This is an optimization exercise on Yosys and OpenROAD, whose aim is small area, not a production implementation. Only simulation tests tie the RTL to the original design; equivalence was not proved. Power and IR drop assume default switching activity.

==> flow/design.v <==
`timescale 1ns / 1ps
module pipe_stage#(
    parameter DATA_WD = 32
)(
    input                   clk,
    input                   rst_n,
    input       [DATA_WD-1:0]   din,
    output reg  [DATA_WD-1:0]   dout,
    input                   pre_valid,
    output                  cur_ready,
    output reg              cur_valid,
    input                   nxt_ready
    );
    assign cur_ready = ~cur_valid | nxt_ready;   
always @(posedge clk) begin
    if(~rst_n)
        dout <= 0;
    else if (pre_valid && cur_ready)     
        dout <= din;
    else
        dout <= dout;
end
always @(posedge clk) begin
    if(~rst_n)
        cur_valid <= 0;
    else if(cur_ready)
        cur_valid <= pre_valid;
    else
        cur_valid <= cur_valid;
end
endmodule
`timescale 1ns / 1ps
module axi_stream_insert_header_pipe #(
    parameter   DATA_WD = 32,
    parameter   DATA_BYTE_WD = DATA_WD/8,
    parameter   BYTE_CNT_WD = $clog2(DATA_BYTE_WD)
)
(
        input                       clk,
        input                       rst_n,
        input                       valid_in,
        input   [DATA_WD-1:0]       data_in,
        input   [DATA_BYTE_WD-1:0]  keep_in,  
        input                       last_in,
        output reg                  ready_in,
        output                      valid_out,
        output  [DATA_WD-1:0]       data_out,
        output  [DATA_BYTE_WD-1:0]  keep_out,                      
        output                      last_out,
        input                       ready_out,
        input                       valid_insert,
        input   [DATA_WD-1:0]       data_insert,
        input   [DATA_BYTE_WD-1:0]  keep_insert,
        input   [BYTE_CNT_WD-1:0]   byte_insert_cnt,
        output reg                  ready_insert
    );
    wire [DATA_WD-1:0] data_s1_s2;
    wire [DATA_BYTE_WD-1:0] keep_s1_s2;
    wire last_s1_s2;
    wire valid_o_s1;
    wire rdy_s1_o;     
    wire [DATA_WD-1:0] data_s2_s3;
    wire [DATA_BYTE_WD-1:0] keep_s2_s3;
    wire last_s2_s3;
    wire valid_o_s2;
    wire rdy_s2_s1;     
    wire [DATA_WD-1:0] data_s3_o;
    wire [DATA_BYTE_WD-1:0] keep_s3_o;
    wire last_s3_o;
    wire valid_o_s3;
    wire rdy_s3_s2;     
    reg rdy_nxt;
pipe_stage #(
    .DATA_WD(DATA_WD + DATA_BYTE_WD + 1)
)data_st1(
    .clk                               (clk                       ),
    .rst_n                             (rst_n                     ),
    .din                               ({data_in, keep_in, last_in}),
    .dout                              ({data_s1_s2,keep_s1_s2,last_s1_s2}   ),
    .pre_valid                         (valid_in                  ),
    .cur_ready                         (rdy_s1_o                  ),
    .cur_valid                         (valid_o_s1                ),
    .nxt_ready                         (rdy_s2_s1                 ) 
);
pipe_stage #(
    .DATA_WD(DATA_WD + DATA_BYTE_WD+1)
)data_st2(
    .clk                               (clk                       ),
    .rst_n                             (rst_n                     ),
    .din                               ({data_s1_s2, keep_s1_s2,last_s1_s2}  ),
    .dout                              ({data_s2_s3, keep_s2_s3,last_s2_s3}  ),
    .pre_valid                         (valid_o_s1                ),
    .cur_ready                         (rdy_s2_s1                 ),
    .cur_valid                         (valid_o_s2                ),
    .nxt_ready                         (rdy_s3_s2                 )
);
pipe_stage #(
    .DATA_WD(DATA_WD + DATA_BYTE_WD+1)
)data_st3(
    .clk                               (clk                       ),
    .rst_n                             (rst_n                     ),
    .din                               ({data_s2_s3, keep_s2_s3,last_s2_s3}  ),
    .dout                              ({data_s3_o, keep_s3_o,last_s3_o}    ),
    .pre_valid                         (valid_o_s2                ),
    .cur_ready                         (rdy_s3_s2                 ),
    .cur_valid                         (valid_o_s3                ),
    .nxt_ready                         (rdy_nxt                 )
);
    wire [DATA_WD-1:0] head_s1_s2;
    wire [DATA_BYTE_WD-1:0] hkeep_s1_s2;
    wire hvalid_o_s1;
    wire hrdy_s1_o;     
    wire [DATA_WD-1:0] head_s2_s3;
    wire [DATA_BYTE_WD-1:0] hkeep_s2_s3;
    wire hvalid_o_s2;
    wire hrdy_s2_s1;     
    reg hrdy_nxt;
    reg [7:0] cnt_insert;
    reg [7:0] cnt_in;
    reg [7:0] cnt_out;
pipe_stage #(
    .DATA_WD(DATA_WD + DATA_BYTE_WD)
)head_st1(
    .clk                               (clk                       ),
    .rst_n                             (rst_n                     ),
    .din                               ({data_insert, keep_insert}),
    .dout                              ({head_s1_s2, hkeep_s1_s2} ),               
    .pre_valid                         (valid_insert              ),
    .cur_ready                         (hrdy_s1_o                 ),
    .cur_valid                         (hvalid_o_s1               ),
    .nxt_ready                         (hrdy_s2_s1                ) 
);
pipe_stage #(
    .DATA_WD(DATA_WD + DATA_BYTE_WD)
) head_st2(
    .clk                               (clk                       ),
    .rst_n                             (rst_n                     ),
    .din                               ({head_s1_s2, hkeep_s1_s2} ),
    .dout                              ({head_s2_s3, hkeep_s2_s3} ),
    .pre_valid                         (hvalid_o_s1               ),
    .cur_ready                         (hrdy_s2_s1                ),
    .cur_valid                         (hvalid_o_s2               ),
    .nxt_ready                         (hrdy_nxt                  )
);
always @(posedge clk) begin
    if(~rst_n)
        cnt_out <= 0;
    else if (valid_out & ready_out)
        cnt_out <= cnt_out + 1;
end
always @(posedge clk ) begin
    if(~rst_n)
        cnt_insert <= 0;
    else if (valid_insert & ready_insert)
        cnt_insert <= cnt_insert + 1;
end
always @(posedge clk ) begin
    if(~rst_n)
        cnt_in <= 0;
    else if (valid_in & ready_in)
        cnt_in <= cnt_in + 1;
end
always @(*) begin
    if (cnt_insert < 2-1)
        hrdy_nxt = 1;
    else if(cnt_out <= byte_insert_cnt)
        hrdy_nxt = ready_out;
    else
        hrdy_nxt = 0;
end
always @(*) begin
    if (cnt_in < 3-1)
        rdy_nxt = 1;
    else if(cnt_out <= byte_insert_cnt)
        rdy_nxt = 0;
    else
        rdy_nxt = ready_out;
end
always @(*) begin
    if(~rst_n) begin
        ready_insert = 0;
    end
    else if (cnt_insert < 2) begin
        ready_insert = 1;
    end
    else if (cnt_out < byte_insert_cnt) begin
        ready_insert = hrdy_s1_o;
    end
    else begin
        ready_insert = 0;
    end
end
always @(*) begin
    if(~rst_n) begin
        ready_in <= 0;
    end
    else if (cnt_in < 3) begin
        ready_in <= 1;
    end
    else if (cnt_out < byte_insert_cnt) begin
        ready_in <= 0;
    end
    else
        ready_in <= rdy_s1_o;
end
assign data_out = (cnt_out <= byte_insert_cnt) ? head_s2_s3 : data_s3_o;
assign keep_out = (cnt_out <= byte_insert_cnt) ? hkeep_s2_s3 : keep_s3_o;
assign last_out = (cnt_out <= byte_insert_cnt) ? 0 : last_s3_o & valid_o_s3;
assign valid_out = (cnt_out <= byte_insert_cnt) ? hvalid_o_s2 : valid_o_s3;
endmodule
==> flow/run.sh <==
#!/bin/bash
# synth_recipe.tcl (not shown) runs the flow's synth.tcl, then flattens the netlist and writes it again
# the make line also repeats each setting of config.mk as NAME=value (left out here)
make -C /OpenROAD-flow-scripts/flow DESIGN_CONFIG=/design/flow/config.mk WORK_HOME=/design/flow/orfs CLKGATE_MAP_FILE= SYNTH_SCRIPT=/design/flow/synth_recipe.tcl finish
==> flow/config.mk <==
export PLATFORM = sky130hd
export DESIGN_NAME = axi_stream_insert_header_pipe
export DESIGN_NICKNAME = axi_stream_insert_header_pipe
export VERILOG_FILES = /design/flow/design.v
export SDC_FILE = /design/flow/constraint.sdc
export NUM_CORES = 4
export LEC_CHECK = 0
export CAP_MARGIN = 20
export CORE_MARGIN = 2
export CORE_UTILIZATION = 40
export SLEW_MARGIN = 20
==> flow/constraint.sdc <==
create_clock -name core_clock -period 6.0 [get_ports {clk}]
set_input_delay 1.2000 -clock core_clock [delete_from_list [all_inputs] [get_ports {clk}]]
set_output_delay 1.2000 -clock core_clock [all_outputs]
set_load 0.01 [all_outputs]
==> results.txt <==
## synthesized netlist by cell type (5+ instances only)
cell type / instances
nand2_1: 276
dfxtp_1: 212
a21oi_1: 121
nor2_1: 60
nand3_1: 43
clkbuf_1: 42
mux2i_1: 41
o21ai_0: 40
mux2_2: 36
buf_2: 15
inv_1: 11
xnor2_1: 9
buf_1: 8
nand2b_1: 7
ha_1: 6
nand4_1: 6
and3_1: 5
nor4_1: 5
o21a_1: 5
## through the flow
step | utilization (%) | hold slack [ns] | cell area (um2) | instances
detailed placement | 47.9 | 0.441 | 9760 | 1328
global placement | 47.7 | 0.438 | 9710 | 1326
global route | 51.8 | 0.467 | 10500 | 1367
CTS | 51.8 | 0.444 | 10500 | 1367
finish | 51.8 | 0.450 | 10500 | 1367
floorplan | - | 0.432 | 8340 | 995
## flip-flops by register name, summed over array words and instances (netlist names), 8 cells and up
register       cells
data_st1.dout     37
data_st2.dout     37
data_st3.dout     37
head_st1.dout     36
head_st2.dout     36
cnt_in             8
cnt_insert         8
cnt_out            8
## how the worst max path moves through the flow
stage | end | slack (ns) | cells past startpoint
2_1_floorplan | data_out[10] | 1.93 | 7
3_3_place_gp | data_out[24] | 0.97 | 9
3_5_place_dp | data_out[23] | 0.87 | 9
4_1_cts | data_out[23] | 0.85 | 9
5_1_grt | data_out[23] | 0.71 | 9
6_report | data_out[23] | 0.91 | 9
## cell families (layout without fill, tap and decap cells)
logic type	Yosys count	in the layout
AND/OR/NAND/NOR	419	419
flip-flops	212	212
AO/OA/AOI/OAI	194	194
buffers and inverters	78	180
multiplexers	77	77
XOR/XNOR	9	9
adder cells (fa/ha/maj)	6	6
## power by group
part / internal, mW / switching (mW) / leakage, nW
logic: 0.117 / 0.138 / 1.91
registers: 1.45 / 0.0261 / 1.73
clock network: 0.882 / 0.548 / 0.386
total: 2.45 / 0.712 / 4.02
## worst register-to-register path: cells and delay by family (launching register included)
kind | cells | cell delay (ns)
buffers and inverters | 1 | 0.44
AND/OR/NAND/NOR | 4 | 1.43
multiplexers | 1 | 0.21
AO/OA/AOI/OAI | 1 | 0.60
flip-flops | 1 | 0.36
## layout make-up
class | instances | area, um2 | area share, %
Timing Repair Buffer | 128 | 1300 | 12.3
Sequential cell | 212 | 4240 | 40.3
Clock buffer | 32 | 689 | 6.54
Clock inverter | 7 | 91.3 | 0.866
Multi-Input combinational cell | 705 | 3830 | 36.3
Inverter | 13 | 53.8 | 0.510
Tap cell | 270 | 338 | 3.20
## metal layers
layer	vias to the layer above	GRT usage, %
met3	27	2.61
met2	152	29.8
li1	3515	-
met4	0	4.29
met1	3121	26.8
met5	-	0
==> qor.yml <==
status: "complete, no violations"
rr_worst_depth: 7
drc: 0
cp_top_family: "buffers and inverters"
synth_edf_count: 0
postCtsHoldBufs: 0
vias: 6815
clock_latency_ns: 0.50
tritoncts: "yes"
nets: 1168
dieWidth_um: 148
dp_hpwl_um: 12800
ctsLongestPathBuffers: 3
seq_area_frac_synth_pct: 50.9
met1_length_um: 10000
endpoint_kind: "primary output"
grt_overflow: 0
design.core.area_um2: 20400
worst_slack_ns: 0.906
dieArea_um2: 22000
synth-main-ff-cell: "dfxtp_1"
grt_use_total_pct: 18.6
ant_nets: 0
cp-start-kind: "primary input"
cp_cell_sequence: "clkdlybuf4s50_1, inv_1, ha_1, nand2b_1, a22o_1, nand2_2, buf_4, mux2_2, clkdlybuf4s50_1"
slew_headroom_pct: 31.8
antenna_found_initial: 0
min_path_type: "reg2reg"
io_pins: 120
ctsRootBufferMaster: "clkbuf_16"
hold_viol: 0
synth_seq_cells: 212
layout-area-overhead-vs-synth_pct: 26.4
via_per_inst: 4.99
synth-adder-area-share_pct: 0.900
synth_area_leader_cell: "dfxtp_1"
netlist_instances: 995
netlist_area_um2: 8340
fmax_mhz: 196
cts_sinks: 212
grt_pass1_wl_um: 33500
synth_compound_area_share_pct: 12.9
min_path_cells: 2
reg2reg_slack_ns: 2.80
io_buffers: 119
worstSetupStartpoint: "byte_insert_cnt[1]"
critPathSlowestCell: "clkdlybuf4s50_1"
setup_viol: 0
n_antenna_cell: 0
layout_common_cells: "nand2_1, dfxtp_1, a21oi_1"
rsz0062_at_grt: "no"
avgSynthCellArea_um2: 8.38
cts.clk_slew.worst_paths_ns: 0.06
wl_per_cell_um: 14.8
hold-path-endpoint: "data_st3.dout[2]$_SDFFE_PN0P_"
cts_resized: 0
synth_simple_gate_area_share_pct: 20.8
crit_required_ns: 4.80
crit_arrival_ns: 3.89
layout_commonest_cell: "nand2_1"
synth_xor_area_share_pct: 0.945
vdd_drop_max_v: 0.000180
n_fill_cell: 1941
rows: 52
worstMarginPinSlew_ns: 1.02
setup_tns_ns: 0
timing.rr.start: "cnt_out[2]$_SDFFE_PN0P_"
synth_nets: 1081
p_leak_nw: 4.02
hp-start: "data_st2.dout[2]$_SDFFE_PN0P_"
gp_congestion: 0.812
ys_warn_count: 3
synth_mux_area_share_pct: 9.78
synth.area.top_cells: "dfxtp_1, nand2_1, a21oi_1"
synth_top_family_by_area: "simple AND/OR/NAND/NOR gates"
critPathBufInv: 4
crit_top_cell: "clkdlybuf4s50_1"
highest_layer: "met4"
wl_met2_um: 9010
dp_slack_ns: 0.865
drt-pass1-iter-count: 5
initial_core_util_pct: 41.0
synthArstFlopShare_pct: 0
synth_cell_type_count: 46
cap_violations: 0
layout-drive-gt1-share_pct: 9.12
critPathMaxStageDelay_ns: 0.48
grt_pass1_vias: 6418
cp_max_fo: 35
dieHeight_um: 148
min_period_over_period_pct: 84.9
r2r_end: "head_st2.dout[32]$_SDFFE_PN0P_"
drt_iter0_drc: 389
drv_slew: 0
fin_total_pwr_mw: 3.16
drt-total-wl_um: 20300
period_minus_slack_ns: 5.09
dr_wl_met3_um: 885
post_cts_buffers: 0
synth_top_cell_area_share_pct: 50.9
cts_max_level: 1
p_per_area_nw_per_um2: 300
crit_type: "in2out"
grt_max_degree: 92
skew_ns: 0.0105
cts_buffers: 22

static timing again, ports no longer ideal:
In the flow no input, the clock included, has a driving cell. The finished layout below was timed again as built, in two steps.
Step 1 assumes that a clkbuf_16 drives the clock port and a buf_2 every other input.
Step 2 times the ports against the registers' clock, not the clock port: input delays grow and output delays shrink by t, the midpoint of the rising clock arrivals with the driver on.
a / b / c = no drivers / after step 1 / after step 2; a / b = the first two.
shift t [ns]: 0.537
slack for setup (ns): 0.906 / 0.884 / 0.884
worst setup path at the end: input to output
After both steps setup and hold are still met in this run. The setup slack of this run moves by -0.022 ns with the drivers and by -0.022 ns with both steps.
